Background: an optimization exercise with open tools, aiming at small area. Do not read the settings as production practice.
At most, simulation tests tie the RTL to the original design; equivalence was not proved.
For run 8, only the layout was checked, not whether the RTL still works.
In runs 7 and 8 the design's own scripts or RTL, not TritonCTS, make the clock network.
The clock input has no modelled driver; a real chip could not lean on it and would need a root buffer or a full tree.
No activity file was given, so power comes from the tool's default toggle rates.

==> flow/run.sh <==
#!/bin/bash
# synth_recipe.tcl (not shown) runs the flow's synth.tcl, then flattens the netlist and writes it again
# the make line also repeats each setting of config.mk as NAME=value (left out here)
make -C /OpenROAD-flow-scripts/flow DESIGN_CONFIG=/design/flow/config.mk WORK_HOME=/design/flow/orfs CLKGATE_MAP_FILE= SYNTH_SCRIPT=/design/flow/synth_recipe.tcl finish
==> flow/config.mk <==
export PLATFORM = sky130hd
export DESIGN_NAME = calculator
export DESIGN_NICKNAME = calculator
export VERILOG_FILES = /design/flow/design.v
export SDC_FILE = /design/flow/constraint.sdc
export NUM_CORES = 4
export LEC_CHECK = 0
export ABC_AREA = 1
export CAP_MARGIN = 20
export CORE_MARGIN = 2
export CORE_UTILIZATION = 40
export SLEW_MARGIN = 20
==> flow/constraint.sdc <==
create_clock -name core_clock -period 15.0 [get_ports {clk_in}]
set_input_delay 3.0000 -clock core_clock [delete_from_list [all_inputs] [get_ports {clk_in}]]
set_output_delay 3.0000 -clock core_clock [all_outputs]
set_load 0.01 [all_outputs]
==> flow/design.v <==
module keyboard (line, column, flag, out, clk, rst, tick, key_pressed);
input  clk;
input  rst;
input  tick;
output [3:0] line;
input [3:0] column;
output flag;
output [4:0] out;
output key_pressed;
reg [2:0] fs;
reg [3:0] code;
reg [1:0] i;
wire hit = |column;
wire started = |fs;
assign flag = fs[2] | fs[1];
assign key_pressed = ~fs[2] & fs[1];
assign out = {1'b0, code};
assign line = started ? (4'b0001 << i) : 4'b0000;
always @(posedge clk) begin
    if (rst) begin
        fs <= 3'b000;
        code <= 4'd0;
        i <= 2'd0;
    end else if (tick) begin
        i <= i + 2'd1;
        if (hit) begin
            code[1:0] <= i;
            code[3:2] <= column[0] ? 2'd0 : column[1] ? 2'd1 : column[2] ? 2'd2 : 2'd3;
            fs <= flag ? 3'b100 : 3'b010;
        end else if (fs[2])
            fs <= (fs == 3'b111) ? 3'b001 : fs + 3'd1;
        else if (fs[1])
            fs <= 3'b101;
        else
            fs <= 3'b001;
    end
end
endmodule
module dd_add3(input [3:0] x, output [3:0] y);
assign y[0] = (~x[0]&x[1]&x[2]) | (~x[0]&x[3]) | (x[0]&~x[2]&~x[3]);
assign y[1] = (x[0]&x[1]) | (x[1]&~x[2]) | (~x[0]&x[3]);
assign y[2] = (~x[0]&~x[1]&x[2]) | (x[0]&x[3]);
assign y[3] = (x[0]&x[2]) | (x[1]&x[2]) | x[3];
endmodule
module seg7(input [3:0] d, output [6:0] s);
assign s[0] = d[1] | (~d[0]&~d[2]) | (d[0]&d[2]) | d[3];
assign s[1] = (~d[0]&~d[1]) | (d[0]&d[1]) | ~d[2];
assign s[2] = d[0] | ~d[1] | d[2];
assign s[3] = (~d[0]&d[1]) | (~d[0]&~d[2]) | (d[1]&~d[2]) | (d[0]&~d[1]&d[2]) | d[3];
assign s[4] = ~(d[0] | (~d[1]&d[2]));
assign s[5] = (~d[0]&~d[1]) | (~d[0]&d[2]) | (~d[1]&d[2]) | d[3];
assign s[6] = ~((d[0]&d[1]&d[2]) | (~d[1]&~d[2]&~d[3]));
endmodule
module display_controller(num, first, second, third);
input logic [9:0] num;
output logic [6:0] first;
output logic [6:0] second;
output logic [6:0] third;
wire [3:0] o1, o2, o3, o4, o5, o6, o7;
wire [3:0] p1, p2, p3, p4, p5, p6, p7;
dd_add3 a1({1'b0, num[9:7]}, o1);
dd_add3 a2({o1[2:0], num[6]}, o2);
dd_add3 a3({o2[2:0], num[5]}, o3);
dd_add3 a4({o3[2:0], num[4]}, o4);
dd_add3 a5({o4[2:0], num[3]}, o5);
dd_add3 a6({o5[2:0], num[2]}, o6);
dd_add3 a7({o6[2:0], num[1]}, o7);
wire [3:0] ones = {o7[2:0], num[0]};
wire [3:0] t1, t2, t3, t4;
dd_add3 b1({1'b0, o1[3], o2[3], o3[3]}, t1);
dd_add3 b2({t1[2:0], o4[3]}, t2);
dd_add3 b3({t2[2:0], o5[3]}, t3);
dd_add3 b4({t3[2:0], o6[3]}, t4);
wire [3:0] tens = {t4[2:0], o7[3]};
wire [3:0] h1;
dd_add3 c1({1'b0, t1[3], t2[3], t3[3]}, h1);
wire [3:0] hund = {h1[2:0], t4[3]};
seg7 u0(ones, first);
seg7 u1(tens, second);
seg7 u2(hund, third);
endmodule
module calculator(line, column, flag, out, first, second, third, clk_in, rst);
output [3:0] line;
input [3:0]column;
output flag;
output [4:0] out;
output logic [6:0] first;
output logic [6:0] second;
output logic [6:0] third;
input logic clk_in;
input logic rst;
logic [9:0] num;
logic [9:0] answ;
display_controller display(num, first, second, third);
localparam [1:0] FIRST_NUM = 2'd0, SECOND_NUM = 2'd1, EQUAL = 2'd2;
logic [1:0] state;
logic [9:0] clk_counter;
wire low_zero = ~|clk_counter[8:0];
logic tick;
assign tick = low_zero & ~clk_counter[9];
always @(posedge clk_in)
    if (rst)
        clk_counter <= 10'b1000010000;
    else
        clk_counter <= {clk_counter[8:0], clk_counter[9] ^ clk_counter[6] ^ low_zero};
logic key_pressed;
keyboard board(line, column, flag, out, clk_in, rst, tick, key_pressed);
wire [3:0] k = out[3:0];
wire is_plus = (k == 4'd3);
wire is_eq = (k == 4'd7);
wire is_digit = ~((k[0] & k[1]) | (~k[0] & k[2] & k[3]));
wire d0 = (~k[0] & ~k[2]) | (k[0] & k[2] & ~k[3]);
wire [1:0] ep;
assign ep[0] = k[1] | (k[0] & ~k[2]) | (~k[0] & k[3]);
assign ep[1] = (k[2] & ~k[3]) | (~k[2] & k[3]);
wire e4 = k[3] & ~k[2] & (k[0] | k[1]);
wire [9:0] add_a = is_eq ? answ : {num[7:0], ep};
wire add_c = ~is_eq & e4;
logic [9:0] sum;
always @* begin : adder
    reg c;
    integer n;
    c = add_c;
    for (n = 0; n < 10; n = n + 1) begin
        sum[n] = add_a[n] ^ num[n] ^ c;
        c = (add_a[n] & num[n]) | (c & (add_a[n] ^ num[n]));
    end
end
wire [9:0] num_d = {sum[8:0], d0};
always @(posedge clk_in) begin
    if (rst) begin
        state <= FIRST_NUM;
        num <= 10'd0;
    end else if (tick && key_pressed) begin
        case (state)
        FIRST_NUM:
            if (is_plus) begin
                state <= SECOND_NUM;
                num <= 10'd0;
            end else if (is_digit)
                num <= num_d;
        SECOND_NUM:
            if (is_eq) begin
                state <= EQUAL;
                num <= sum;
            end else if (is_digit)
                num <= num_d;
        EQUAL: begin
            state <= FIRST_NUM;
            num <= 10'd0;
        end
        default: ;
        endcase
    end
end
always @(posedge clk_in)
    if (tick && key_pressed && state == FIRST_NUM && is_plus)
        answ <= num;
endmodule
==> results of run 1 <==
-- final timing paths --
kind,startpoint,slack [ns],to,depth (start not counted)
max,num[9],8.29,first[1],24
min,clk_counter[5],0.42,clk_counter[6],2
max reg2reg,board.code[3],9.27,num[9],21
min reg2reg,clk_counter[5],0.42,clk_counter[6],2
-- cells by family (layout without fill, tap and decap cells) --
family / Yosys count / count (layout) / share of synthesized area (%)
AOI/OAI and AO/OA: 93 / 93 / 16.0
xor gates and xnor gates: 2 / 2 / 0.490
adders and majority gates: 33 / 33 / 13.4
buffers and inverters: 86 / 120 / 9.66
DFF: 41 / 41 / 25.8
other: 1 / 1 / 0.105
and+or+nand+nor: 260 / 260 / 34.5
-- state kept, by name, summed over array words and instances (netlist names) --
signal	cells
answ	10
clk_counter	10
num	10
board.code	4
board.fs	3
board.i	2
state	2
-- layer usage --
| layer | vias up | routed length, um | global-route usage (%) |
|---|---|---|---|
| met5 | - | 0 | 0 |
| met4 | 0 | 85 | 4.64 |
| met3 | 7 | 178 | 2.13 |
| met2 | 39 | 3200 | 25.3 |
| met1 | 1526 | 3850 | 23.0 |
| li1 | 1759 | - | - |
-- Yosys cell counts, drive strengths merged --
library cell / number
nand2: 158
inv: 74
nor2: 42
nand3: 40
o21ai: 38
dfxtp: 31
ha: 24
a21oi: 23
a211oi: 12
edfxtp: 10
fa: 9
nand4: 9
a32oi: 7
buf: 5
clkbuf: 5
nor3: 5
a21boi: 4
a31oi: 4
or2: 3
clkinv: 2
xor2: 2
a221oi: 1
conb: 1
nand3b: 1
nor3b: 1
nor4: 1
o211ai: 1
o21bai: 1
o31ai: 1
o32ai: 1
-- per-stage QoR --
stage	area (sq um)	cells
global placement	4010	650
floorplan	3570	516
global route	4140	658
detailed placement	4010	650
CTS	4140	658
finish	4140	658
-- final cells by class --
| class | instances | area (sq um) | area share, % |
|---|---|---|---|
| sequential | 41 | 921 | 22.3 |
| timing repair buffer | 36 | 358 | 8.65 |
| tap | 108 | 135 | 3.27 |
| clock inverter | 1 | 8.76 | 0.212 |
| inverter | 76 | 288 | 6.95 |
| multi-input combinational | 389 | 2310 | 55.8 |
| clock buffer | 7 | 119 | 2.87 |
-- where the power goes --
group	switching [mW]	total, mW	internal (mW)
logic	0.0249	0.0451	0.0202
registers	0.00265	0.118	0.115
clock network	0.0420	0.0956	0.0536
total	0.0696	0.259	0.189
-- cell usage in the layout, fill, tap and decap left out, types with 10 or more instances in the layout --
master,n
a21oi_1,22
dfxtp_1,31
edfxtp_1,10
clkdlybuf4s50_1,35
o21ai_0,31
nand2_2,25
nand2_1,128
ha_1,24
a211oi_1,12
nor2_1,37
nand3_1,33
inv_1,64
-- worst register-to-register path: stages (launching register included) --
cell and delay (ns):
dfxtp_1 0.36, inv_1 0.15, ha_1 0.16, nand2_1 0.22
o21ai_0 0.24, a31oi_1 0.09, fa_1 0.46, fa_1 0.44
fa_1 0.43, fa_1 0.42, fa_1 0.42, fa_1 0.43
fa_1 0.39, inv_1 0.08, fa_1 0.16, inv_1 0.05
fa_1 0.39, xor2_1 0.18, xor2_1 0.15, o21ai_0 0.08
o21bai_1 0.16, a31oi_1 0.18
==> reports/qor.txt, run 1 <==
initial core utilization - 41.2%
core area - 8680 sq um
Worst Max-Slew Pin Slew - 0.791 ns
PnR worst setup slack - 8.29 ns
Crit Path Class - register to primary output
Worst EP arrival - 3.71 ns
delay-heaviest family, CP - simple AND/OR/NAND/NOR gates
Residual DRC - 0
largest net degree at the start of global routing - 24
Mapped Avg Cell Area - 6.93 sq um
PortBufs - 35
vias in the first global route - 3054
min Tclk post-route - 6.71 ns
remaining global-route overflow - 0
sequential fraction of the synthesis area - 25.8%
nets@finish - 588
drt initial violations - 127
wire per inst - 11.1 um
clk buf depth - 2
cell breakdown of the critical path - nand2_1, nand2_1, nand2_2, inv_2, nand2_2, nand2_4, nand2_1, nand2_2, nand2_2, nand2_1, nand2_1, nand2_2, inv_1, o21ai_2, inv_1, nand2_1, nand3_2, nand2_1, nand2_2, nand2_4, inv_1, ha_1, or2_1, clkdlybuf4s50_1
Std-Cell Rows - 34
GPL Wtd Cong - 0.820
Post-DP HPWL - 5.77 mm
Worst path slowest cell - dfxtp_1
Cells after Synth - 516
Yosys cell types - 44
clock slew at reported path FFs - 0.08 ns
Syn-to-layout area delta - 15.8%
Slew HR - 47.1%
Num CTS Buffers - 5
I/O pins - 37
worst hold slack - 0.421 ns
postcts setup bufs - 0
clock skew - 0.0130 ns
Slew Viols, Final - 0
Syn Nets - 555
final core utilization - 47.7%
Crit. End Element - primary output
RSZ-0062 raised after global routing - false
power density over the cells - 62.5 nW/um^2
total of warnings raised by yosys - 2
final period utilization - 44.7%
Die X - 98.5 um
post-synth top area share - 17.4%
Hold Buf Count CTS - 0
min-delay worst type - register to register
vias per cell - 5.06
DR pass1 iterations - 4
Critical Path Most Common Cell - nand2_1
overall power - 259 uW
root buf cell - clkbuf_8
antenna viol nets, final - 0
# fillers - 889
Max Cap Viol - 0
Chip Height - 98.5 um
gr usage total - 16.0%
outcome - complete, no violations
Clock Sinks - 41
diode count - 0
Via Count - 3331
layout cell share with drive strength beyond 1 - 12.5%
Crit path largest cell delay - 0.56 ns
Post-Synthesis Cell Area - 3570 sq um
Critical Path Fanout Max - 11
clock latency on the worst-skew pair - 0.31 ns
Worst EP required - 12.00 ns
first-pass GRT wire length - 13.4 mm
Fin. Hold Viols - 0
H-tree depth - 2
aggregate routed wire length - 7.32 mm
worst vdd ir - 39.8 uV
final setup vio count - 0
Seq cells post-synth - 41
Max Fclk - 149 MHz
antenna violations before repair - 0
Pleak - 1.85 nW
Startpoint Class - register
cts repair resizes - 0
setup TNS - 0 ns
CTS tree - built
WP buf/inv - 5
worst slack, placed - 8.61 ns
die area - 9710 sq um
leading area contributor after synthesis - dfxtp_1
top post-synthesis cells by area - dfxtp_1 (17%), nand2_1 (13%), edfxtp_1 (8.4%), ha_1 (8.4%), inv_1 (6.7%)
==> inputs of run 2 (changes only) <==
==> flow/flow/run.sh (new file) <==
#!/bin/bash
# Own layout flow: the standard synthesis, then its combinational logic
# mapped again with a stronger ABC script (the registers, their cells and
# names are kept as the standard synthesis made them), then the standard
# layout with the ports buffered by buf_1 cells.
set -euo pipefail
W=$PWD
R=$W/orfs/results/$FLOW_PLATFORM/calculator/base
bash standard.sh $R/1_2_yosys.v > $W/std_synth.log 2>&1
cp $R/1_2_yosys.v $W/std_1_2_yosys.v
bash flow/resynth.sh $W/std_1_2_yosys.v $W/resynth_1_2_yosys.v > $W/resynth.log 2>&1
cp $W/resynth_1_2_yosys.v $R/1_2_yosys.v
bash standard.sh finish "BUFFER_PORTS_ARGS=-buffer_cell sky130_fd_sc_hd__buf_1" > $W/finish.log 2>&1
==> flow/flow/resynth.sh (new file) <==
#!/bin/bash
# resynth.sh IN.v OUT.v: map the combinational logic of a mapped netlist
# again; the flip-flop cells stay as they are (black boxes).
set -euo pipefail
LIB=$FLOW_HOME/platforms/sky130hd/lib/sky130_fd_sc_hd__tt_025C_1v80.lib
IN=$1; OUT=$2
S="+strash;&get,-n;&deepsyn,-T,60;&dch,-f;&nf,-R,1000;&put;topo"
FFS=$(grep -o "sky130_fd_sc_hd__e*df[a-z0-9_]*" $IN | sort -u | tr '\n' ' ')
DU="-dont_use *lpflow* -dont_use *probe* -dont_use *clkdlybuf* -dont_use *dlygate* -dont_use *dlymetal* -dont_use *clkbuf* -dont_use *clkinv* -dont_use sky130_fd_sc_hd__buf_*"
yosys -p "read_liberty -ignore_miss_func $LIB; blackbox $FFS; read_verilog $IN; hierarchy -top $FLOW_TOP; flatten; delete t:\$scopeinfo; opt -purge; abc -liberty $LIB $DU -script $S; opt_clean -purge; rename -hide w:*.*; opt_clean -purge; hilomap -singleton -hicell sky130_fd_sc_hd__conb_1 HI -locell sky130_fd_sc_hd__conb_1 LO; opt_clean -purge; splitnets; opt_clean -purge; read_liberty -lib $LIB; stat -liberty $LIB; write_verilog -noattr -noexpr -nohex -nodec $OUT"
==> flow/standard.sh (new file) <==
#!/bin/bash
# synth_recipe.tcl (not shown) runs the flow's synth.tcl, then flattens the netlist and writes it again
# the make line also repeats each setting of config.mk as NAME=value (left out here)
make -C /OpenROAD-flow-scripts/flow DESIGN_CONFIG=/design/flow/config.mk WORK_HOME=/design/flow/orfs CLKGATE_MAP_FILE= SYNTH_SCRIPT=/design/flow/synth_recipe.tcl "${@:-finish}"
--- a/flow/config.mk
+++ b/flow/config.mk
@@ -9,4 +9,5 @@
 export CAP_MARGIN = 20
 export CORE_MARGIN = 2
 export CORE_UTILIZATION = 40
+export CTS_BUF_LIST = sky130_fd_sc_hd__clkbuf_4
 export SLEW_MARGIN = 20
removed: flow/run.sh
==> reports/qor.txt, run 2 <==
Fin. Hold Viols - 0
most common cell after layout, fill and taps aside - nor2_1
Slew Viols, Final - 0
H-tree depth - 2
largest registers - answ (10), clk_counter (10), num (10)
placed inst area - 2850 sq um
WP buf/inv - 3
cts repair resizes - 0
Worst EP required - 12.00 ns
initial core utilization - 41.3%
gr usage total - 17.1%
Worst Max-Slew Pin Slew - 0.811 ns
clock slew at reported path FFs - 0.11 ns
final core utilization - 46.5%
overall power - 219 uW
worst hold slack - 0.459 ns
aggregate routed wire length - 5.91 mm
most frequent cells in the layout - nor2_1 (45), buf_1 (35), nand2_1 (32)
Std-Cell Rows - 29
antenna violations before repair - 0
final period utilization - 61.8%
Die X - 84.8 um
delay-heaviest family, CP - compound AO/OA/AOI/OAI gates
Max Cap Viol - 0
min Tclk post-route - 9.27 ns
vias in the first global route - 2359
Mapped Avg Cell Area - 7.76 sq um
worst reg-to-reg path cell count - 19
Num CTS Buffers - 5
Hold Buf Count CTS - 0
I/O pins - 37
worst vdd ir - 44.7 uV
Critical Path Most Common Cell - o21ai_0
clock latency on the worst-skew pair - 0.34 ns
first-pass GRT wire length - 10.3 mm
Post-Synthesis Cell Area - 2610 sq um
Via Count - 2509
clock skew - 0.0128 ns
setup TNS - 0 ns
Crit path largest cell delay - 0.68 ns
Sw Share - 25.3%
antenna viol nets, final - 0
nets@finish - 386
layout cell share with drive strength beyond 1 - 2.62%
Worst EP arrival - 6.27 ns
min-delay worst type - register to register
drt initial violations - 92
Chip Height - 84.8 um
clk buf depth - 2
Residual DRC - 0
Syn-to-layout area delta - 12.5%
RSZ-0062 raised after global routing - false
PortBufs - 35
Hold Crit Depth - 1
die area - 7180 sq um
Clock Power Share - 32.2%
postcts setup bufs - 0
total of warnings raised by yosys - 2
power density over the cells - 74.5 nW/um^2
root buf cell - clkbuf_4
core area - 6310 sq um
Max Fclk - 108 MHz
diode count - 0
Crit. End Element - primary output
Worst path slowest cell - o21ai_0
outcome - complete, no violations
Crit Path Class - register to primary output
Gate power share - 14.0%
Syn Nets - 342
power share of the sequential group - 53.8%
final setup vio count - 0
Slew HR - 45.4%
wire per inst - 12.9 um
Cells after Synth - 336
Clock Sinks - 41
Pleak - 0.987 nW
Post-DP HPWL - 4.45 mm
GPL Wtd Cong - 0.860
Critical Path Fanout Max - 11
remaining global-route overflow - 0
largest net degree at the start of global routing - 19
vias per cell - 5.48
fin area - 2940 sq um
CTS tree - built
DR pass1 iterations - 5
Psw - 55.4 uW
cell breakdown of the critical path - inv_1, nor2_1, o21ai_0, o21ai_0, a32oi_1, a31oi_1, xnor2_1, o21ai_0, o21ai_0, nand2_1, a21oi_1, nor2_1, a22oi_1, inv_1, a221o_1, xnor2_1, nor3_1, a211o_1, nor2_1, a22oi_1, a31o_1, buf_1
Worst path depth - 22
Startpoint Class - register
Cell Int Power - 163 uW
[run 2: path summary, 6_finish.rpt]
path	slack [ns]	start	to
worst max-delay path	5.73	num[6]	second[0]
worst min-delay path	0.46	clk_counter[8]	clk_counter[9]
worst max register to register	11.04	board.code[0]	num[9]
worst min register to register	0.46	clk_counter[8]	clk_counter[9]
[run 2: power by group through the flow]
stage	Clock [mW]	Combinational [mW]	Sequential [mW]
global route	0.0766	0.0352	0.118
CTS	0.0734	0.0306	0.118
global placement	0	0.0299	0.120
floorplan	0	0.0223	0.119
detailed placement	0	0.0305	0.120
finish	0.0704	0.0305	0.118
[run 2: through the flow]
step	setup slack (ns)	cells
after CTS	5.84	458
after detailed placement	6.27	450
after floorplan	7.10	336
final	5.73	458
after global routing	5.02	458
after global placement	6.53	450
[run 2: layer usage]
layer	up-vias	part of all wire [%]	GRT usage, %
met5	-	0	0
met4	0	1.5	5.77
met3	8	4.5	2.65
met2	72	48	29.1
met1	1119	46	22.1
li1	1310	-	-
[run 2: area by class of cell]
class / instances / area [sq um]
Multi-Input combinational cell: 281 / 1640
Sequential cell: 41 / 921
Fill cell: 650 / 3380
Clock inverter: 2 / 33.8
Inverter: 14 / 52.6
Clock buffer: 6 / 45.0
Timing Repair Buffer: 37 / 146
Tap cell: 77 / 96.3
==> inputs of run 3 (changes only) <==
--- a/flow/config.mk
+++ b/flow/config.mk
@@ -9,5 +9,4 @@
 export CAP_MARGIN = 20
 export CORE_MARGIN = 2
 export CORE_UTILIZATION = 40
-export CTS_BUF_LIST = sky130_fd_sc_hd__clkbuf_4
 export SLEW_MARGIN = 20
==> reports/qor.txt, run 3 <==
Critical Path Fanout Max - 11
Hold Buf Count CTS - 0
CTS tree - built
worst vdd ir - 58.3 uV
power share of the sequential group - 49.4%
Pleak - 1.00 nW
Mapped Avg Cell Area - 7.76 sq um
Post-Synthesis Cell Area - 2610 sq um
antenna violations before repair - 0
metal3 WL - 289 um
Num CTS Buffers - 5
Fin. Hold Viols - 0
largest net degree at the start of global routing - 19
vias per cell - 5.53
gr usage total - 17.1%
remaining global-route overflow - 0
top layer in use - met4
min-delay worst type - register to register
first-pass GRT wire length - 10.3 mm
initial core utilization - 41.3%
placed inst area - 2850 sq um
setup TNS - 0 ns
worst hold slack - 0.449 ns
Crit Path Class - register to primary output
Gate power share - 12.9%
Cell Int Power - 181 uW
wire per inst - 13.0 um
root buf cell - clkbuf_8
H-tree depth - 2
Syn Nets - 342
Cells after DPL - 450
Psw - 57.0 uW
die area - 7180 sq um
Cells after Synth - 336
crit path launch - num[6]
RSZ-0062 raised after global routing - false
I/O pins - 37
Crit path largest cell delay - 0.68 ns
Critical Path Most Common Cell - o21ai_0
total of warnings raised by yosys - 2
clk buf depth - 2
hold_sp - clk_counter[8]
drt initial violations - 86
Max Cap Viol - 0
Worst EP arrival - 6.20 ns
Met2 Wirelength - 2.85 mm
Via Count - 2532
PnR worst setup slack - 5.80 ns
Chip Height - 84.8 um
Clock Power Share - 37.7%
Layout Cells excl Fill - 458
fin area - 2970 sq um
Sw Share - 24.0%
postcts setup bufs - 0
overall power - 238 uW
GPL Wtd Cong - 0.860
core area - 6310 sq um
reg-to-reg critical path endpoint - num[9]
Max Fclk - 109 MHz
Residual DRC - 0
cell breakdown of the critical path - inv_1, nor2_1, o21ai_0, o21ai_0, a32oi_1, a31oi_1, xnor2_1, o21ai_0, o21ai_0, nand2_1, a21oi_1, nor2_1, a22oi_1, inv_1, a221o_1, xnor2_1, nor3_1, a211o_1, nor2_1, a22oi_1, a31o_1, buf_1
final period utilization - 61.3%
clock latency on the worst-skew pair - 0.29 ns
final setup vio count - 0
PortBufs - 35
aggregate routed wire length - 5.94 mm
diode count - 0
Post-DP HPWL - 4.45 mm
Clock Sinks - 41
clock slew at reported path FFs - 0.08 ns
clock skew - 0.00715 ns
final core utilization - 47.1%
antenna viol nets, final - 0
worst reg2reg path startpoint - board.code[0]
Syn-to-layout area delta - 14.0%
worst slack, placed - 6.27 ns
Slew Viols, Final - 0
DR pass1 iterations - 5
# fillers - 638
outcome - complete, no violations
Std-Cell Rows - 29
most frequent cells in the layout - nor2_1 (45), buf_1 (35), nand2_1 (32)
Slew HR - 45.2%
vias in the first global route - 2368
layout cell share with drive strength beyond 1 - 2.62%
Worst Max-Slew Pin Slew - 0.814 ns
most common cell after layout, fill and taps aside - nor2_1
Worst EP required - 12.00 ns
Startpoint Class - register
largest registers - answ (10), clk_counter (10), num (10)
min Tclk post-route - 9.20 ns
Worst path slowest cell - o21ai_0
cts repair resizes - 0
flop2flop setup slack - 11.05 ns
met1 WL - 2.71 mm
Die X - 84.8 um
Crit. End Element - primary output
worst reg-to-reg path cell count - 19
power density over the cells - 80.0 nW/um^2
Worst setup endpoint - second[0]
nets@finish - 386
[run 3: final cells by class]
type,count,area [sq um],share of cell area (%)
Clock buffer,7,86.3,2.90
Tap cell,77,96.3,3.24
Sequential cell,41,921,31.0
Clock inverter,1,30.0,1.01
Multi-Input combinational cell,281,1640,55.2
Timing Repair Buffer,37,146,4.92
Inverter,14,52.6,1.77
[run 3: power groups by stage]
stage	clock network, mW	logic (mW)	registers, mW
6_report	0.0897	0.0306	0.118
3_3_place_gp	0	0.0299	0.120
4_1_cts	0.0926	0.0306	0.118
2_1_floorplan	0	0.0223	0.119
5_1_grt	0.0961	0.0352	0.118
3_5_place_dp	0	0.0305	0.120
[run 3: how the worst min path moves through the flow]
| stage | end | slack (ns) | depth (start not counted) |
|---|---|---|---|
| floorplan | clk_counter[4] | 0.42 | 1 |
| global placement | clk_counter[9] | 0.43 | 1 |
| detailed placement | clk_counter[4] | 0.44 | 1 |
| CTS | clk_counter[9] | 0.45 | 1 |
| global route | clk_counter[9] | 0.47 | 1 |
| finish | clk_counter[9] | 0.45 | 1 |
[run 3: worst max-delay path, delay by kind of cell (launching register included)]
| kind | cells | cell delay, ns |
|---|---|---|
| xor gates and xnor gates | 2 | 0.61 |
| and+or+nand+nor | 5 | 0.84 |
| DFF | 1 | 0.55 |
| buffers and inverters | 3 | 0.42 |
| AOI/OAI and AO/OA | 12 | 3.46 |
[run 3: layer usage]
metal | vias to the layer above | global-route usage, %
met2 | 83 | 28.8
li1 | 1309 | -
met1 | 1132 | 21.9
met5 | - | 0
met4 | 0 | 5.92
met3 | 8 | 3.24
==> inputs of run 4 (changes only) <==
--- a/flow/design.v
+++ b/flow/design.v
@@ -127,32 +127,23 @@
     end
 end
 wire [9:0] num_d = {sum[8:0], d0};
-always @(posedge clk_in) begin
-    if (rst) begin
+wire upd = tick & key_pressed;
+wire go_second = upd & (state == FIRST_NUM) & is_plus;    
+wire go_equal = upd & (state == SECOND_NUM) & is_eq;      
+wire go_first = upd & (state == EQUAL);                   
+wire do_digit = upd & ~state[1] & is_digit;               
+always @(posedge clk_in)
+    if (rst | go_first)
         state <= FIRST_NUM;
-        num <= 10'd0;
-    end else if (tick && key_pressed) begin
-        case (state)
-        FIRST_NUM:
-            if (is_plus) begin
-                state <= SECOND_NUM;
-                num <= 10'd0;
-            end else if (is_digit)
-                num <= num_d;
-        SECOND_NUM:
-            if (is_eq) begin
-                state <= EQUAL;
-                num <= sum;
-            end else if (is_digit)
-                num <= num_d;
-        EQUAL: begin
-            state <= FIRST_NUM;
-            num <= 10'd0;
-        end
-        default: ;
-        endcase
-    end
-end
+    else if (go_second)
+        state <= SECOND_NUM;
+    else if (go_equal)
+        state <= EQUAL;
+wire num_en = rst | go_second | go_equal | go_first | do_digit;
+wire [9:0] num_next = (rst | go_second | go_first) ? 10'd0 : go_equal ? sum : num_d;
+always @(posedge clk_in)
+    if (num_en)
+        num <= num_next;
 always @(posedge clk_in)
     if (tick && key_pressed && state == FIRST_NUM && is_plus)
         answ <= num;
==> flow/flow/resynth.sh (replaced) <==
#!/bin/bash
# resynth.sh IN.v OUT.v: map the combinational logic of a mapped netlist
# again with several ABC scripts; the flip-flop cells stay as they are
# (black boxes). Each result is proved equivalent to IN.v with Yosys; the
# smallest proved one is written to OUT.v (IN.v itself if none is).
set -uo pipefail
LIB=$FLOW_HOME/platforms/sky130hd/lib/sky130_fd_sc_hd__tt_025C_1v80.lib
IN=$1; OUT=$2
D=$(dirname $OUT)/resynth
mkdir -p $D
FFS=$(grep -o "sky130_fd_sc_hd__e*df[a-z0-9_]*" $IN | sort -u | tr '\n' ' ')
DU="-dont_use *lpflow* -dont_use *probe* -dont_use *clkdlybuf* -dont_use *dlygate* -dont_use *dlymetal* -dont_use *clkbuf* -dont_use *clkinv* -dont_use sky130_fd_sc_hd__buf_*"
SCRIPTS=(
"+strash;&get,-n;&deepsyn,-T,40;&put;dch,-f;amap,-F,20,-A,30;topo"
"+strash;&get,-n;&deepsyn,-T,40;&put;dch,-f;amap;topo"
"+strash;&get,-n;&deepsyn,-T,40;&dch,-f;&nf,-R,1000;&put;topo"
"+strash;dch,-f;amap,-F,20,-A,30;topo"
)
n=0
for S in "${SCRIPTS[@]}"; do
  n=$((n+1))
  (
  yosys -p "read_liberty -ignore_miss_func $LIB; blackbox $FFS; read_verilog $IN; hierarchy -top $FLOW_TOP; flatten; delete t:\$scopeinfo; opt -purge; abc -liberty $LIB $DU -script $S; opt_clean -purge; rename -hide w:*.*; opt_clean -purge; hilomap -singleton -hicell sky130_fd_sc_hd__conb_1 HI -locell sky130_fd_sc_hd__conb_1 LO; opt_clean -purge; splitnets; opt_clean -purge; read_liberty -lib $LIB; tee -o $D/stat_$n.txt stat -liberty $LIB; write_verilog -noattr -noexpr -nohex -nodec $D/cand_$n.v" > $D/map_$n.log 2>&1
  yosys -p "read_liberty -ignore_miss_func $LIB; read_verilog $IN; rename $FLOW_TOP gold; read_verilog $D/cand_$n.v; rename $FLOW_TOP gate; flatten; delete t:\$scopeinfo; rename -hide w:_*; opt_clean; equiv_make gold gate eq; hierarchy -top eq; equiv_simple -seq 2; equiv_induct -seq 2; equiv_status -assert" > $D/eq_$n.log 2>&1 && touch $D/ok_$n
  ) &
done
wait
best=""; barea=""
for i in $(seq 1 $n); do
  [[ -f $D/ok_$i ]] || { echo "candidate $i: not proved"; continue; }
  a=$(grep "Chip area" $D/stat_$i.txt | awk '{print $NF}')
  echo "candidate $i: area $a"
  if [[ -z "$best" ]] || awk "BEGIN{exit !($a < $barea)}"; then best=$i; barea=$a; fi
done
if [[ -n "$best" ]]; then echo "using candidate $best ($barea)"; cp $D/cand_$best.v $OUT; else echo "using the standard netlist"; cp $IN $OUT; fi
--- a/flow/config.mk
+++ b/flow/config.mk
@@ -9,4 +9,5 @@
 export CAP_MARGIN = 20
 export CORE_MARGIN = 2
 export CORE_UTILIZATION = 40
+export CTS_BUF_LIST = sky130_fd_sc_hd__clkbuf_4 sky130_fd_sc_hd__clkbuf_8
 export SLEW_MARGIN = 20
==> reports/qor.txt, run 4 <==
first-pass GRT wire length - 9.24 mm
Slew Viols, Final - 0
Worst path slowest cell - o21ai_0
Chip Height - 83.0 um
Syn Nets - 352
min Tclk post-route - 10.11 ns
clock skew - 0.00892 ns
GPL Wtd Cong - 0.788
Clock Sinks - 41
Met2 Wirelength - 2.51 mm
worst vdd ir - 167 uV
Residual DRC - 0
Hold Buf Count CTS - 0
placed inst area - 2720 sq um
PnR worst setup slack - 4.89 ns
remaining global-route overflow - 0
clock latency on the worst-skew pair - 0.30 ns
# fillers - 626
footprint of the multi-input gates - 1300 sq um
cts repair resizes - 0
met1 WL - 2.61 mm
antenna viol nets, final - 0
register area - 1020 sq um
Crit Path Class - register to primary output
root buf cell - clkbuf_8
Post-DP HPWL - 4.11 mm
RSZ-0062 raised after global routing - false
Cells after Synth - 346
vias per cell - 5.31
antenna violations before repair - 0
postcts setup bufs - 0
Mapped Avg Cell Area - 7.22 sq um
top layer in use - met4
Num CTS Buffers - 5
Crit path largest cell delay - 0.50 ns
worst hold slack - 0.446 ns
gr usage total - 15.8%
Crit. End Element - primary output
fin area - 2810 sq um
aggregate routed wire length - 5.36 mm
Syn-to-layout area delta - 12.5%
min-delay worst type - register to register
Fin. Hold Viols - 0
vias in the first global route - 2108
Max Fclk - 98.9 MHz
initial core utilization - 41.7%
most frequent cells in the layout - nor2_1 (79), o21ai_0 (50), inv_1 (47)
largest net degree at the start of global routing - 20
Worst EP required - 12.00 ns
final period utilization - 67.4%
Post-Synthesis Cell Area - 2500 sq um
Cells after DPL - 456
largest registers - answ (10), clk_counter (10), num (10)
nets@finish - 394
wire per inst - 11.5 um
total of warnings raised by yosys - 2
Die X - 83.0 um
Worst EP arrival - 7.11 ns
core area - 5990 sq um
diode count - 0
Critical Path Fanout Max - 7
DR pass1 iterations - 4
die area - 6890 sq um
Slew HR - 28.8%
clock slew at reported path FFs - 0.08 ns
Layout Cells excl Fill - 464
Std-Cell Rows - 28
most common cell after layout, fill and taps aside - nor2_1
metal3 WL - 160 um
Worst Max-Slew Pin Slew - 1.06 ns
clk buf depth - 2
Max Cap Viol - 0
H-tree depth - 2
Startpoint Class - register
outcome - complete, no violations
worst slack, placed - 5.28 ns
final setup vio count - 0
I/O pins - 37
layout cell share with drive strength beyond 1 - 2.06%
setup TNS - 0 ns
Via Count - 2464
power density over the cells - 175 nW/um^2
drt initial violations - 135
PortBufs - 35
CTS tree - built
Pleak - 1.04 nW
-- run 4: final timing paths --
| path | start | endpoint | slack (ns) | depth (start not counted) |
|---|---|---|---|---|
| setup reg to reg | board.code[2] | num[9] | 10.96 | 25 |
| hold / removal | clk_counter[3] | clk_counter[4] | 0.45 | 1 |
| setup / recovery | num[8] | first[0] | 4.89 | 36 |
| hold reg to reg | clk_counter[3] | clk_counter[4] | 0.45 | 1 |
-- run 4: where the power goes --
part,switching [mW],internal (mW)
Sequential,0.00598,0.124
Clock,0.0380,0.0321
Combinational,0.194,0.0982
-- run 4: metrics by stage --
stage	util (%)	total power [mW]
final	46.9	0.493
after global routing	46.9	0.539
after CTS	46.9	0.497
after detailed placement	45.4	0.426
after global placement	45.4	0.422
after floorplan	-	0.345
-- run 4: metal layers --
metal  global-route usage [%]  vias to the layer above
li1                         -                     1303
met1                     20.5                     1120
met2                     26.9                       35
met3                     2.39                        6
met4                     5.37                        0
met5                        0                        -
-- run 4: worst max-delay path: cells and delay by family (launching register included) --
kind / cells / cell delay, ns
buffers and inverters: 6 / 0.79
DFF: 1 / 0.40
and+or+nand+nor: 15 / 2.33
AOI/OAI and AO/OA: 15 / 3.31
-- run 4: cell type report --
cell class                      count  share of cell area, %
Clock buffer                        5                   2.45
Multi-Input combinational cell    258                   46.3
Sequential cell                    41                   36.3
Tap cell                           75                   3.34
Clock inverter                      3                  0.624
Timing Repair Buffer               35                   4.68
Inverter                           47                   6.28
==> inputs of run 5 (changes only) <==
--- a/flow/config.mk
+++ b/flow/config.mk
@@ -9,5 +9,4 @@
 export CAP_MARGIN = 20
 export CORE_MARGIN = 2
 export CORE_UTILIZATION = 40
-export CTS_BUF_LIST = sky130_fd_sc_hd__clkbuf_4 sky130_fd_sc_hd__clkbuf_8
 export SLEW_MARGIN = 20
==> reports/qor.txt, run 5 <==
most frequent cells in the layout - nor2_1 (79), o21ai_0 (50), inv_1 (47)
Num CTS Buffers - 5
outcome - complete, no violations
setup TNS - 0 ns
clock slew at reported path FFs - 0.08 ns
Worst path slowest cell - o21ai_0
Max Cap Viol - 0
Crit. End Element - primary output
Clock Power Share - 14.2%
Via Count - 2464
final setup vio count - 0
Cell Int Power - 255 uW
Chip Height - 83.0 um
vias in the first global route - 2108
RSZ-0062 raised after global routing - false
Worst Max-Slew Pin Slew - 1.06 ns
Std-Cell Rows - 28
final period utilization - 67.4%
clk buf depth - 2
Clock Sinks - 41
gr usage total - 15.8%
cts repair resizes - 0
core area - 5990 sq um
Max Fclk - 98.9 MHz
nets@finish - 394
power density over the cells - 175 nW/um^2
most common cell after layout, fill and taps aside - nor2_1
placed inst area - 2720 sq um
Post-DP HPWL - 4.11 mm
DR pass1 iterations - 4
Worst EP required - 12.00 ns
Sw Share - 48.3%
Post-Synthesis Cell Area - 2500 sq um
Syn Nets - 352
drt initial violations - 135
H-tree depth - 2
Hold Buf Count CTS - 0
worst vdd ir - 167 uV
Worst EP arrival - 7.11 ns
layout cell share with drive strength beyond 1 - 2.06%
Pleak - 1.04 nW
antenna violations before repair - 0
largest net degree at the start of global routing - 20
Syn-to-layout area delta - 12.5%
initial core utilization - 41.7%
GPL Wtd Cong - 0.788
Slew HR - 28.8%
antenna viol nets, final - 0
first-pass GRT wire length - 9.24 mm
total of warnings raised by yosys - 2
diode count - 0
vias per cell - 5.31
Critical Path Fanout Max - 7
Psw - 238 uW
remaining global-route overflow - 0
Residual DRC - 0
postcts setup bufs - 0
Startpoint Class - register
Mapped Avg Cell Area - 7.22 sq um
CTS tree - built
# fillers - 626
clock latency on the worst-skew pair - 0.30 ns
Die X - 83.0 um
clock skew - 0.00892 ns
Slew Viols, Final - 0
Fin. Hold Viols - 0
largest registers - answ (10), clk_counter (10), num (10)
die area - 6890 sq um
power share of the sequential group - 26.5%
Crit path largest cell delay - 0.50 ns
Crit Path Class - register to primary output
aggregate routed wire length - 5.36 mm
I/O pins - 37
Gate power share - 59.3%
PortBufs - 35
footprint of the multi-input gates - 1300 sq um
fin area - 2810 sq um
root buf cell - clkbuf_8
wire per inst - 11.5 um
Cells after Synth - 346
register area - 1020 sq um
min-delay worst type - register to register
min Tclk post-route - 10.11 ns
[run 5: critical path: cells and delay by family, from the launching register on]
kind,cells,cell delay [ns]
flip-flops,1,0.40
AO/OA/AOI/OAI,15,3.31
buffers and inverters,6,0.79
AND/OR/NAND/NOR,15,2.33
[run 5: path summary, 6_finish.rpt]
check	cells past startpoint	start	to	slack, ns
max	36	num[8]	first[0]	4.89
min	1	clk_counter[3]	clk_counter[4]	0.45
max reg2reg	25	board.code[2]	num[9]	10.96
min reg2reg	1	clk_counter[3]	clk_counter[4]	0.45
[run 5: final cells by class]
cell class / instances / area share, %
Multi-Input combinational cell: 258 / 46.3
Timing Repair Buffer: 35 / 4.68
Clock buffer: 5 / 2.45
Clock inverter: 3 / 0.624
Inverter: 47 / 6.28
Tap cell: 75 / 3.34
Sequential cell: 41 / 36.3
[run 5: power by group through the flow]
stage,registers (mW),clock network [mW],logic (mW)
6_report,0.130,0.0701,0.292
5_1_grt,0.131,0.0768,0.330
3_5_place_dp,0.133,0,0.293
2_1_floorplan,0.131,0,0.214
3_3_place_gp,0.133,0,0.289
4_1_cts,0.130,0.0729,0.294
[run 5: stage by stage]
stage / cells / total power, mW / util (%) / hold WS (ns) / setup slack (ns)
after global routing: 464 / 0.539 / 46.9 / 0.464 / 3.78
after detailed placement: 456 / 0.426 / 45.4 / 0.435 / 5.28
after floorplan: 346 / 0.345 / - / 0.416 / 6.15
after CTS: 464 / 0.497 / 46.9 / 0.450 / 4.91
after global placement: 456 / 0.422 / 45.4 / 0.428 / 5.55
final: 464 / 0.493 / 46.9 / 0.446 / 4.89
[run 5: routing by layer]
metal	GRT usage, %	up-vias	part of all wire, %
met5	0	-	0
met4	5.37	0	1.4
met3	2.39	6	3.0
met2	26.9	35	47
met1	20.5	1120	49
li1	-	1303	-
==> inputs of run 6 (changes only) <==
==> flow/flow/run.sh (replaced) <==
#!/bin/bash
# Own layout flow: the standard synthesis, then its combinational logic
# mapped again with stronger ABC scripts (the registers, their cells and
# names are kept as the standard synthesis made them), then the standard
# layout with the ports buffered by buf_1 cells and a clock tree built from
# one cluster of sinks without dummy loads.
set -euo pipefail
W=$PWD
R=$W/orfs/results/$FLOW_PLATFORM/calculator/base
bash standard.sh $R/1_2_yosys.v > $W/std_synth.log 2>&1
cp $R/1_2_yosys.v $W/std_1_2_yosys.v
bash flow/resynth.sh $W/std_1_2_yosys.v $W/resynth_1_2_yosys.v > $W/resynth.log 2>&1
cp $W/resynth_1_2_yosys.v $R/1_2_yosys.v
CTS="-sink_clustering_enable -repair_clock_nets -dont_use_dummy_load $(cat flow/cts_args.txt)"
bash standard.sh finish "BUFFER_PORTS_ARGS=-buffer_cell sky130_fd_sc_hd__buf_1" "CTS_ARGS=$CTS" > $W/finish.log 2>&1
==> flow/flow/cts_args.txt (new file) <==
-buf_list sky130_fd_sc_hd__clkbuf_8 -sink_clustering_size 50 -sink_clustering_max_diameter 500
--- a/flow/config.mk
+++ b/flow/config.mk
@@ -9,4 +9,5 @@
 export CAP_MARGIN = 20
 export CORE_MARGIN = 2
 export CORE_UTILIZATION = 40
+export GPL_TIMING_DRIVEN = 0
 export SLEW_MARGIN = 20
==> reports/qor.txt, run 6 <==
worst slack, placed - 5.04 ns
Clock Sinks - 41
min-delay worst type - register to register
aggregate routed wire length - 5.31 mm
clock latency on the worst-skew pair - 0.29 ns
Post-DP HPWL - 4.14 mm
Chip Height - 83.0 um
vias per cell - 5.24
worst vdd ir - 141 uV
Max Fclk - 97.3 MHz
Std-Cell Rows - 28
Via Count - 2417
Syn Nets - 352
H-tree depth - 2
I/O pins - 37
Worst EP arrival - 7.28 ns
largest net degree at the start of global routing - 20
PortBufs - 35
Die X - 83.0 um
drt initial violations - 75
gr usage total - 15.7%
met1 GRT Util - 19.8%
outcome - complete, no violations
initial core utilization - 41.7%
diode count - 0
Syn-to-layout area delta - 11.8%
final period utilization - 68.5%
Residual DRC - 0
nets@finish - 394
Startpoint Class - register
die area - 6890 sq um
Crit. End Element - primary output
most common cell after layout, fill and taps aside - nor2_1
setup TNS - 0 ns
grt peak-use layer - met2
RSZ-0062 raised after global routing - false
Cells after Synth - 346
antenna viol nets, final - 0
Slew Viols, Final - 0
Pleak - 1.04 nW
Crit Path Class - register to primary output
Psw - 232 uW
Worst Max-Slew Pin Slew - 1.04 ns
CTS tree - built
Num CTS Buffers - 5
largest registers - answ (10), clk_counter (10), num (10)
Fin. Hold Viols - 0
met2 usage - 27.9%
root buf cell - clkbuf_8
most frequent cells in the layout - nor2_1 (79), o21ai_0 (50), inv_1 (47)
Worst EP required - 12.00 ns
DR pass1 iterations - 4
Clock Power Share - 12.8%
Sw Share - 47.9%
total of warnings raised by yosys - 2
remaining global-route overflow - 0
layout cell share with drive strength beyond 1 - 1.30%
wire per inst - 11.5 um
PnR worst setup slack - 4.72 ns
Cell Int Power - 253 uW
Critical Path Fanout Max - 7
Max Cap Viol - 0
register area - 1020 sq um
Slew HR - 30.6%
vias in the first global route - 2152
Gate power share - 60.3%
final setup vio count - 0
Worst path slowest cell - o21ai_0
Hold Buf Count CTS - 0
core area - 5990 sq um
cts repair resizes - 0
postcts setup bufs - 0
clock skew - 0.0151 ns
# fillers - 607
delay-heaviest family, CP - compound AO/OA/AOI/OAI gates
Crit path largest cell delay - 0.50 ns
Critical Path Most Common Cell - o21ai_0
Mapped Avg Cell Area - 7.22 sq um
power share of the sequential group - 26.9%
WP buf/inv - 6
met3 Use GR - 2.68%
power density over the cells - 174 nW/um^2
GPL Wtd Cong - 0.797
footprint of the multi-input gates - 1300 sq um
min Tclk post-route - 10.28 ns
clock slew at reported path FFs - 0.08 ns
clk buf depth - 2
Post-Synthesis Cell Area - 2500 sq um
first-pass GRT wire length - 9.30 mm
antenna violations before repair - 0
==> run 6: path summary, 6_finish.rpt <==
| path | start | endpoint | slack [ns] | cells past startpoint |
|---|---|---|---|---|
| max | num[8] | first[0] | 4.72 | 35 |
| min | clk_counter[3] | clk_counter[4] | 0.44 | 1 |
| max reg2reg | board.code[2] | num[9] | 11.03 | 25 |
| min reg2reg | clk_counter[3] | clk_counter[4] | 0.44 | 1 |
==> run 6: through the flow <==
step	hold slack (ns)	instance area, sq um	cells	total power [mW]	utilization [%]
2_1_floorplan	0.416	2500	346	0.345	-
3_3_place_gp	0.423	2720	456	0.420	45.4
3_5_place_dp	0.436	2720	456	0.426	45.4
4_1_cts	0.454	2790	461	0.490	46.6
5_1_grt	0.465	2790	461	0.536	46.6
6_report	0.443	2790	461	0.485	46.6
==> run 6: worst register-to-register path, stage by stage (launching register included) <==
cell and delay, ns:
dfxtp_1 0.39, inv_1 0.09, nor2_1 0.14, inv_1 0.06
nor2_1 0.46, inv_1 0.33, o21ai_0 0.28, nor2_1 0.09
nor2_1 0.15, o21ai_0 0.12, nand2_1 0.10, o21ai_0 0.10
nand2_1 0.08, o21ai_0 0.10, nand2_1 0.09, o21ai_0 0.10
nand2_1 0.09, o21ai_0 0.10, nand2_1 0.09, o21ai_0 0.12
nor2_1 0.11, nor2_1 0.06, nand2_1 0.07, o21ai_0 0.11
o211ai_1 0.18, o21ai_0 0.10
==> run 6: area by class of cell <==
type / instances / share of cell area (%)
Clock buffer: 5 / 2.47
Inverter: 47 / 6.32
Multi-Input combinational cell: 258 / 46.6
Sequential cell: 41 / 36.6
Tap cell: 75 / 3.36
Timing Repair Buffer: 35 / 4.71
==> run 6: metal layers <==
layer	routed length, um	vias to the layer above	share of wire [%]
met3	208	4	3.9
met5	0	-	0
met1	2510	1068	47
li1	-	1296	-
met4	56	0	1.1
met2	2530	49	48
==> run 6: power by group through the flow <==
| stage | logic (mW) | clock network [mW] | registers (mW) |
|---|---|---|---|
| 3_3_place_gp | 0.287 | 0 | 0.133 |
| 4_1_cts | 0.294 | 0.0653 | 0.130 |
| 5_1_grt | 0.335 | 0.0691 | 0.131 |
| 3_5_place_dp | 0.293 | 0 | 0.133 |
| 2_1_floorplan | 0.214 | 0 | 0.131 |
| 6_report | 0.292 | 0.0621 | 0.130 |
==> inputs of run 7 (changes only) <==
==> flow/flow/run.sh (replaced) <==
#!/bin/bash
# Own layout flow: the standard synthesis, then its combinational logic
# mapped again with stronger ABC scripts (the registers, their cells and
# names are kept as the standard synthesis made them), then the standard
# layout with the ports buffered by buf_1 cells and the clock sinks driven
# from one root clock buffer (flow/post_cts.tcl).
set -euo pipefail
W=$PWD
R=$W/orfs/results/$FLOW_PLATFORM/calculator/base
bash standard.sh $R/1_2_yosys.v > $W/std_synth.log 2>&1
cp $R/1_2_yosys.v $W/std_1_2_yosys.v
bash flow/resynth.sh $W/std_1_2_yosys.v $W/resynth_1_2_yosys.v > $W/resynth.log 2>&1
cp $W/resynth_1_2_yosys.v $R/1_2_yosys.v
CTS="-sink_clustering_enable -repair_clock_nets -dont_use_dummy_load $(cat flow/cts_args.txt)"
bash standard.sh finish "BUFFER_PORTS_ARGS=-buffer_cell sky130_fd_sc_hd__buf_1" "CTS_ARGS=$CTS" "POST_CTS_TCL=$W/flow/post_cts.tcl" > $W/finish.log 2>&1
==> flow/flow/post_cts.tcl (new file) <==
# After CTS: replace the two-level clock tree with NLEAF clkbuf_8 buffers
# fed straight from the clock port (which then drives NLEAF cell pins),
# each driving a third of the clock sinks, split by x position, and placed
# at the middle of its sinks.
set nleaf 3
set block [ord::get_db_block]
set db [ord::get_db]
set root [$block findInst clkbuf_0_clk_in]
set clk_net [[$root findITerm A] getNet]
set root_net [[$root findITerm X] getNet]
set sinks {}
set dead_insts {}
set dead_nets {}
foreach it [$root_net getITerms] {
  set inst [$it getInst]
  if { $inst == $root } { continue }
  set out_net [[$inst findITerm X] getNet]
  foreach s [$out_net getITerms] {
    if { [$s getInst] == $inst } { continue }
    lappend sinks $s
  }
  lappend dead_insts $inst
  lappend dead_nets $out_net
}
lappend dead_insts $root
lappend dead_nets $root_net
foreach s $sinks { $s disconnect }
foreach inst $dead_insts {
  foreach it [$inst getITerms] { $it disconnect }
  puts "removed clock buffer [$inst getName]"
  odb::dbInst_destroy $inst
}
foreach n $dead_nets { odb::dbNet_destroy $n }
set keyed {}
foreach s $sinks {
  lassign [[$s getInst] getLocation] x y
  lappend keyed [list $x $y $s]
}
set keyed [lsort -integer -index 0 $keyed]
set n [llength $keyed]
set master [$db findMaster sky130_fd_sc_hd__clkbuf_8]
for { set k 0 } { $k < $nleaf } { incr k } {
  set lo [expr { $k * $n / $nleaf }]
  set hi [expr { ($k + 1) * $n / $nleaf - 1 }]
  set group [lrange $keyed $lo $hi]
  set net [odb::dbNet_create $block "clknet_leaf_$k"]
  $net setSigType CLOCK
  set buf [odb::dbInst_create $block $master "clkbuf_leaf_$k"]
  [$buf findITerm A] connect $clk_net
  [$buf findITerm X] connect $net
  set sx 0; set sy 0
  foreach g $group {
    lassign $g x y s
    $s connect $net
    incr sx $x; incr sy $y
  }
  set cnt [llength $group]
  $buf setLocation [expr { $sx / $cnt }] [expr { $sy / $cnt }]
  $buf setPlacementStatus PLACED
  puts "clkbuf_leaf_$k drives $cnt sinks"
}
detailed_placement
check_placement -verbose
estimate_parasitics -placement
report_clock_min_period
==> reports/qor.txt, run 7 <==
Worst Max-Slew Pin Slew - 1.01 ns
final setup vio count - 0
Std-Cell Rows - 28
Fin. Hold Viols - 0
GPL Wtd Cong - 0.797
Slew HR - 32.6%
clock skew - 0.00487 ns
Post-Synthesis Cell Area - 2500 sq um
I/O pins - 37
drt initial violations - 73
Post-DP HPWL - 4.14 mm
RSZ-0062 raised after global routing - false
Residual DRC - 0
antenna viol nets, final - 0
layout cell share with drive strength beyond 1 - 0.781%
DR pass1 iterations - 4
core area - 5990 sq um
PortBufs - 35
Chip Height - 83.0 um
metal3 WL - 166 um
PnR worst setup slack - 4.85 ns
Worst EP required - 12.00 ns
power density over the cells - 169 nW/um^2
worst hold slack - 0.448 ns
die area - 6890 sq um
min-delay worst type - register to register
initial core utilization - 41.7%
Met2 Wirelength - 2.57 mm
Critical Path Most Common Cell - o21ai_0
Slew Viols, Final - 0
Startpoint Class - register
aggregate routed wire length - 5.27 mm
Crit. End Element - primary output
Critical Path Fanout Max - 7
Clock Sinks - 41
total of warnings raised by yosys - 2
largest net degree at the start of global routing - 20
setup TNS - 0 ns
Die X - 83.0 um
most frequent cells in the layout - nor2_1 (79), o21ai_0 (50), inv_1 (47)
gr usage total - 15.4%
wire per inst - 11.5 um
fin area - 2760 sq um
clock latency on the worst-skew pair - 0.14 ns
Worst EP arrival - 7.15 ns
Via Count - 2419
Worst path slowest cell - o21ai_0
remaining global-route overflow - 0
outcome - complete, no violations
met1 WL - 2.50 mm
Crit path largest cell delay - 0.51 ns
Max Cap Viol - 0
most common cell after layout, fill and taps aside - nor2_1
nets@finish - 392
Crit Path Class - register to primary output
antenna violations before repair - 0
Max Fclk - 98.5 MHz
diode count - 0
clock slew at reported path FFs - 0.09 ns
top layer in use - met4
worst reg-to-reg path cell count - 25
Syn Nets - 352
first-pass GRT wire length - 9.32 mm
worst slack, placed - 5.04 ns
Syn-to-layout area delta - 10.7%
Pleak - 1.02 nW
worst vdd ir - 132 uV
vias per cell - 5.27
final period utilization - 67.6%
Hold Crit Depth - 1
Cells after Synth - 346
min Tclk post-route - 10.15 ns
vias in the first global route - 2170
Mapped Avg Cell Area - 7.22 sq um
placed inst area - 2720 sq um
largest registers - answ (10), clk_counter (10), num (10)
run 7: final timing paths:
path	endpoint	from	slack (ns)
max	first[0]	num[8]	4.85
min	clk_counter[4]	clk_counter[3]	0.45
max reg2reg	num[9]	board.code[2]	10.99
min reg2reg	clk_counter[4]	clk_counter[3]	0.45
run 7: worst max-delay path: cells and delay by family, from the launching register on:
family,cells,cell delay (ns)
AO/OA/AOI/OAI,15,3.84
flip-flops,1,0.42
AND/OR/NAND/NOR,14,1.91
buffers and inverters,6,0.81
run 7: area by class of cell:
class                      count  area, sq um
tap                           75         93.8
multi-input combinational    258         1300
buffer                         3         41.3
timing repair buffer          35          131
fill                         605         3230
sequential                    41         1020
inverter                      47          176
run 7: power breakdown:
part | leakage, nW | total [mW] | switching (mW) | internal (mW)
Combinational | 0.636 | 0.292 | 0.194 | 0.0982
Clock | 0.0216 | 0.0451 | 0.0267 | 0.0184
Sequential | 0.363 | 0.130 | 0.00598 | 0.124
Total | 1.02 | 0.468 | 0.227 | 0.241
run 7: per-layer routing:
metal	track usage, %	up-vias
met5	0	-
met4	2.24	0
met2	29.0	43
met3	1.49	3
li1	-	1290
met1	19.4	1083
run 7: through the flow:
| stage | util [%] | std cells | power [mW] |
|---|---|---|---|
| 2_1_floorplan | - | 346 | 0.345 |
| 3_3_place_gp | 45.4 | 456 | 0.420 |
| 3_5_place_dp | 45.4 | 456 | 0.426 |
| 5_1_grt | 46.1 | 459 | 0.518 |
| 6_report | 46.1 | 459 | 0.468 |
==> inputs of run 8 (changes only) <==
--- a/flow/design.v
+++ b/flow/design.v
@@ -90,19 +90,23 @@
 input logic clk_in;
 input logic rst;
 logic [9:0] num;
+logic [9:0] num_n;    
+assign num = ~num_n;
 logic [9:0] answ;
 display_controller display(num, first, second, third);
 localparam [1:0] FIRST_NUM = 2'd0, SECOND_NUM = 2'd1, EQUAL = 2'd2;
 logic [1:0] state;
-logic [9:0] clk_counter;
+localparam [9:0] CPOL = 10'b0101010101;
+logic [9:0] cnt_q;
+wire [9:0] clk_counter = cnt_q ^ CPOL;
 wire low_zero = ~|clk_counter[8:0];
 logic tick;
 assign tick = low_zero & ~clk_counter[9];
 always @(posedge clk_in)
     if (rst)
-        clk_counter <= 10'b1000010000;
+        cnt_q <= 10'b1000010000 ^ CPOL;
     else
-        clk_counter <= {clk_counter[8:0], clk_counter[9] ^ clk_counter[6] ^ low_zero};
+        cnt_q <= {clk_counter[8:0], clk_counter[9] ^ clk_counter[6] ^ low_zero} ^ CPOL;
 logic key_pressed;
 keyboard board(line, column, flag, out, clk_in, rst, tick, key_pressed);
 wire [3:0] k = out[3:0];
@@ -143,7 +147,7 @@
 wire [9:0] num_next = (rst | go_second | go_first) ? 10'd0 : go_equal ? sum : num_d;
 always @(posedge clk_in)
     if (num_en)
-        num <= num_next;
+        num_n <= ~num_next;
 always @(posedge clk_in)
     if (tick && key_pressed && state == FIRST_NUM && is_plus)
         answ <= num;
--- a/flow/flow/post_cts.tcl
+++ b/flow/flow/post_cts.tcl
@@ -2,7 +2,8 @@
 # fed straight from the clock port (which then drives NLEAF cell pins),
 # each driving a third of the clock sinks, split by x position, and placed
 # at the middle of its sinks.
-set nleaf 3
+set nleaf [expr { [info exists ::env(CLK_NLEAF)] ? $::env(CLK_NLEAF) : 3 }]
+set leafcell [expr { [info exists ::env(CLK_LEAF_CELL)] ? $::env(CLK_LEAF_CELL) : "sky130_fd_sc_hd__clkbuf_8" }]
 set block [ord::get_db_block]
 set db [ord::get_db]
 set root [$block findInst clkbuf_0_clk_in]
@@ -38,7 +39,7 @@
 }
 set keyed [lsort -integer -index 0 $keyed]
 set n [llength $keyed]
-set master [$db findMaster sky130_fd_sc_hd__clkbuf_8]
+set master [$db findMaster $leafcell]
 for { set k 0 } { $k < $nleaf } { incr k } {
   set lo [expr { $k * $n / $nleaf }]
   set hi [expr { ($k + 1) * $n / $nleaf - 1 }]
==> flow/flow/resynth.sh (replaced) <==
#!/bin/bash
# resynth.sh IN.v OUT.v: map the combinational logic of a mapped netlist
# again with ABC (deepsyn with several seeds, then amap), in rounds that
# start from the best netlist so far. The flip-flop cells stay as they are
# (black boxes). Each result is proved equivalent to IN.v with Yosys; the
# smallest proved one is written to OUT.v (IN.v itself if none is).
set -uo pipefail
LIB=$FLOW_HOME/platforms/sky130hd/lib/sky130_fd_sc_hd__tt_025C_1v80.lib
IN=$(readlink -f $1); OUT=$2
D=$(dirname $(readlink -f $OUT))/resynth
mkdir -p $D
ROUNDS=${RESYNTH_ROUNDS:-6}
SEEDS=${RESYNTH_SEEDS:-6}
FFS=$(grep -o "sky130_fd_sc_hd__e*df[a-z0-9_]*" $IN | sort -u | tr '\n' ' ')
DU="-dont_use *lpflow* -dont_use *probe* -dont_use *clkdlybuf* -dont_use *dlygate* -dont_use *dlymetal* -dont_use *clkbuf* -dont_use *clkinv* -dont_use sky130_fd_sc_hd__buf_*"

# one candidate: map_one START TAG SCRIPT
map_one() {
  local start=$1 tag=$2 S=$3
  yosys -p "read_liberty -ignore_miss_func $LIB; blackbox $FFS; read_verilog $start; hierarchy -top $FLOW_TOP; flatten; delete t:\$scopeinfo; opt -purge; abc -liberty $LIB $DU -script $S; opt_clean -purge; rename -hide w:*.*; opt_clean -purge; hilomap -singleton -hicell sky130_fd_sc_hd__conb_1 HI -locell sky130_fd_sc_hd__conb_1 LO; opt_clean -purge; splitnets; opt_clean -purge; read_liberty -lib $LIB; tee -o $D/stat_$tag.txt stat -liberty $LIB; write_verilog -noattr -noexpr -nohex -nodec $D/cand_$tag.v" > $D/map_$tag.log 2>&1 || return 0
  yosys -p "read_liberty -ignore_miss_func $LIB; read_verilog $IN; rename $FLOW_TOP gold; read_verilog $D/cand_$tag.v; rename $FLOW_TOP gate; flatten; delete t:\$scopeinfo; rename -hide w:_*; opt_clean; equiv_make gold gate eq; hierarchy -top eq; equiv_simple -seq 2; equiv_induct -seq 2; equiv_status -assert" > $D/eq_$tag.log 2>&1 && echo "$(grep 'Chip area' $D/stat_$tag.txt | awk '{print $NF}') $tag" >> $D/proved.txt
}
export -f map_one
export LIB FFS DU D IN FLOW_TOP

start=$IN
: > $D/proved.txt
for r in $(seq 1 $ROUNDS); do
  : > $D/jobs_$r.txt
  for s in $(seq 1 $SEEDS); do
    echo "$start r${r}s${s}a +strash;&get,-n;&deepsyn,-T,30,-S,$((s + 10 * r));&put;dch,-f;amap,-F,20,-A,30;topo" >> $D/jobs_$r.txt
  done
  for s in $(seq 0 $((SEEDS - 1))); do
    echo "$start r${r}s${s}b +strash;&get,-n;&deepsyn,-T,30,-S,$((s + 10 * r));&put;dch,-f;amap;topo" >> $D/jobs_$r.txt
  done
  cat $D/jobs_$r.txt | xargs -P ${NUM_CORES:-4} -L 1 bash -c 'map_one "$0" "$1" "$2"'
  best=$(sort -g $D/proved.txt | head -1)
  echo "round $r: best so far $best"
  [[ -n "$best" ]] && start=$D/cand_$(echo $best | awk '{print $2}').v
  # stop after two rounds without a gain
  [[ "$best" == "${prev1:-}" && "$best" == "${prev2:-}" ]] && break
  prev2=${prev1:-}; prev1=$best
done
best=$(sort -g $D/proved.txt | head -1)
if [[ -n "$best" ]]; then echo "using $best"; cp $D/cand_$(echo $best | awk '{print $2}').v $OUT; else echo "using the standard netlist"; cp $IN $OUT; fi
==> reports/qor.txt, run 8 <==
outcome - complete, no violations
Crit Path Class - register to primary output
Sw Share - 43.1%
largest net degree at the start of global routing - 15
final period utilization - 62.7%
vias per cell - 5.23
RSZ-0062 raised after global routing - false
Cells after DPL - 444
setup TNS - 0 ns
Chip Height - 82.4 um
Slew Viols, Final - 0
Worst EP required - 12.00 ns
PortBufs - 35
min Tclk post-route - 9.40 ns
Crit path largest cell delay - 0.40 ns
Post-Synthesis Cell Area - 2460 sq um
largest registers - answ (10), cnt_q (10), num_n (10)
wire per inst - 11.9 um
Syn Nets - 339
clock slew at reported path FFs - 0.09 ns
Std-Cell Rows - 28
Clock Power Share - 12.8%
Critical Path Fanout Max - 6
initial core utilization - 41.5%
Slew HR - 41.6%
most common cell after layout, fill and taps aside - nor2_1
GPL Wtd Cong - 0.816
Die X - 82.4 um
most frequent cells in the layout - nor2_1 (64), inv_1 (42), o21ai_0 (42)
Crit. End Element - primary output
drt initial violations - 83
final setup vio count - 0
I/O pins - 37
worst slack, placed - 5.83 ns
# fillers - 621
power share of the sequential group - 35.4%
remaining global-route overflow - 0
core area - 5920 sq um
Mapped Avg Cell Area - 7.38 sq um
PnR worst setup slack - 5.60 ns
Cells after Synth - 333
overall power - 359 uW
Clock Sinks - 41
diode count - 0
layout cell share with drive strength beyond 1 - 1.61%
Worst path slowest cell - edfxtp_1
power density over the cells - 131 nW/um^2
Pleak - 1.02 nW
Post-DP HPWL - 4.29 mm
Worst Max-Slew Pin Slew - 0.870 ns
Gate power share - 51.9%
placed inst area - 2710 sq um
antenna viol nets, final - 0
clock skew - 0.0123 ns
nets@finish - 380
vias in the first global route - 2096
Via Count - 2338
first-pass GRT wire length - 8.68 mm
gr usage total - 15.9%
Worst EP arrival - 6.40 ns
Residual DRC - 0
total of warnings raised by yosys - 2
clock latency on the worst-skew pair - 0.15 ns
worst vdd ir - 95.0 uV
Max Fclk - 106 MHz
min-delay worst type - register to register
fin area - 2750 sq um
Layout Cells excl Fill - 447
Fin. Hold Viols - 0
antenna violations before repair - 0
Cell Int Power - 204 uW
Syn-to-layout area delta - 11.8%
Max Cap Viol - 0
Startpoint Class - register
Psw - 155 uW
die area - 6780 sq um
aggregate routed wire length - 5.31 mm
DR pass1 iterations - 4
run 8: changes by cell type in the layout (fill, tap and decap cells not counted), moves of 4 or more:
cell      before  now
a211oi_1       5    1
inv_1         47   42
nand2_1       24   31
nor2_1        79   64
nor2b_1        8    3
nor3_1         6   13
o21ai_0       50   42
o22a_1         1    6
o22ai_1       21   26
o32ai_1        0    4
run 8: path summary, 6_finish.rpt:
kind / slack, ns / endpoint / from / depth (start not counted)
hold reg to reg: 0.39 / cnt_q[8] / cnt_q[7] / 1
hold / removal: 0.39 / cnt_q[8] / cnt_q[7] / 1
setup / recovery: 5.60 / first[3] / num_n[7] / 35
setup reg to reg: 10.56 / num_n[9] / board.code[2] / 20
run 8: final cells by class:
type,instances,area [sq um],area share (%)
Multi-Input combinational cell,250,1290,47.0
Inverter,42,158,5.74
Timing Repair Buffer,36,143,5.19
Sequential cell,41,1020,37.2
Buffer,3,41.3,1.50
Tap cell,75,93.8,3.42
run 8: metal layers:
metal,vias up,global-route usage [%],part of all wire [%]
met4,0,3.00,0.72
met2,31,30.8,50
met1,1032,18.8,47
met3,5,1.63,2.4
met5,-,0,0
li1,1270,-,-
run 8: power groups by stage:
stage,registers [mW],clock network [mW],logic (mW)
final,0.127,0.0458,0.186
after global routing,0.128,0.0520,0.217
after detailed placement,0.129,0,0.186
after global placement,0.129,0,0.183
after floorplan,0.128,0,0.137
run 8: worst max-delay path, delay by kind of cell, from the launching register on:
| kind | cells | cell delay, ns |
|---|---|---|
| compound gates | 14 | 2.96 |
| buf+inv | 9 | 1.12 |
| flops | 1 | 0.40 |
| simple gates | 12 | 1.77 |
run 8: metrics by stage:
step	hold slack [ns]	util, %
after global routing	0.421	46.4
after detailed placement	0.375	45.7
after global placement	0.374	45.3
final	0.390	46.4
after floorplan	0.366	-

==> port drivers added, routing unchanged <==
The results above use ideal ports. As a check the final layouts listed here were re-extracted and re-timed, cells and wires unchanged.
Step 1 sets driving cells, clkbuf_16 on the clock port and buf_2 on the other inputs (assumed; they add their load-dependent delay and slew).
Step 2 also shifts input and output timing later by t, the mid clock arrival at the registers, as if the neighbouring blocks saw the same clock.
Three values: ideal, step 1, step 2; two values: the first two.
run | shift t [ns] | slack for setup (ns) | clock arrival spread, ns
run 1 | 0.330 | 8.289 / 8.258 / 8.588 | 0.013 / 0.013
run 2 | 0.361 | 5.732 / 5.708 / 6.070 | 0.013 / 0.013
run 3 | 0.309 | 5.804 / 5.777 / 6.087 | 0.007 / 0.007
run 4 | 0.321 | 4.889 / 4.861 / 5.182 | 0.009 / 0.009
run 5 | 0.321 | 4.889 / 4.861 / 5.182 | 0.009 / 0.009
run 6 | 0.309 | 4.724 / 4.698 / 5.007 | 0.015 / 0.015
run 7 | 0.184 | 4.853 / 4.811 / 4.995 | 0.005 / 0.005
run 8 | 0.186 | 5.601 / 5.559 / 5.745 | 0.013 / 0.013
After both steps setup and hold are still met in every run listed.
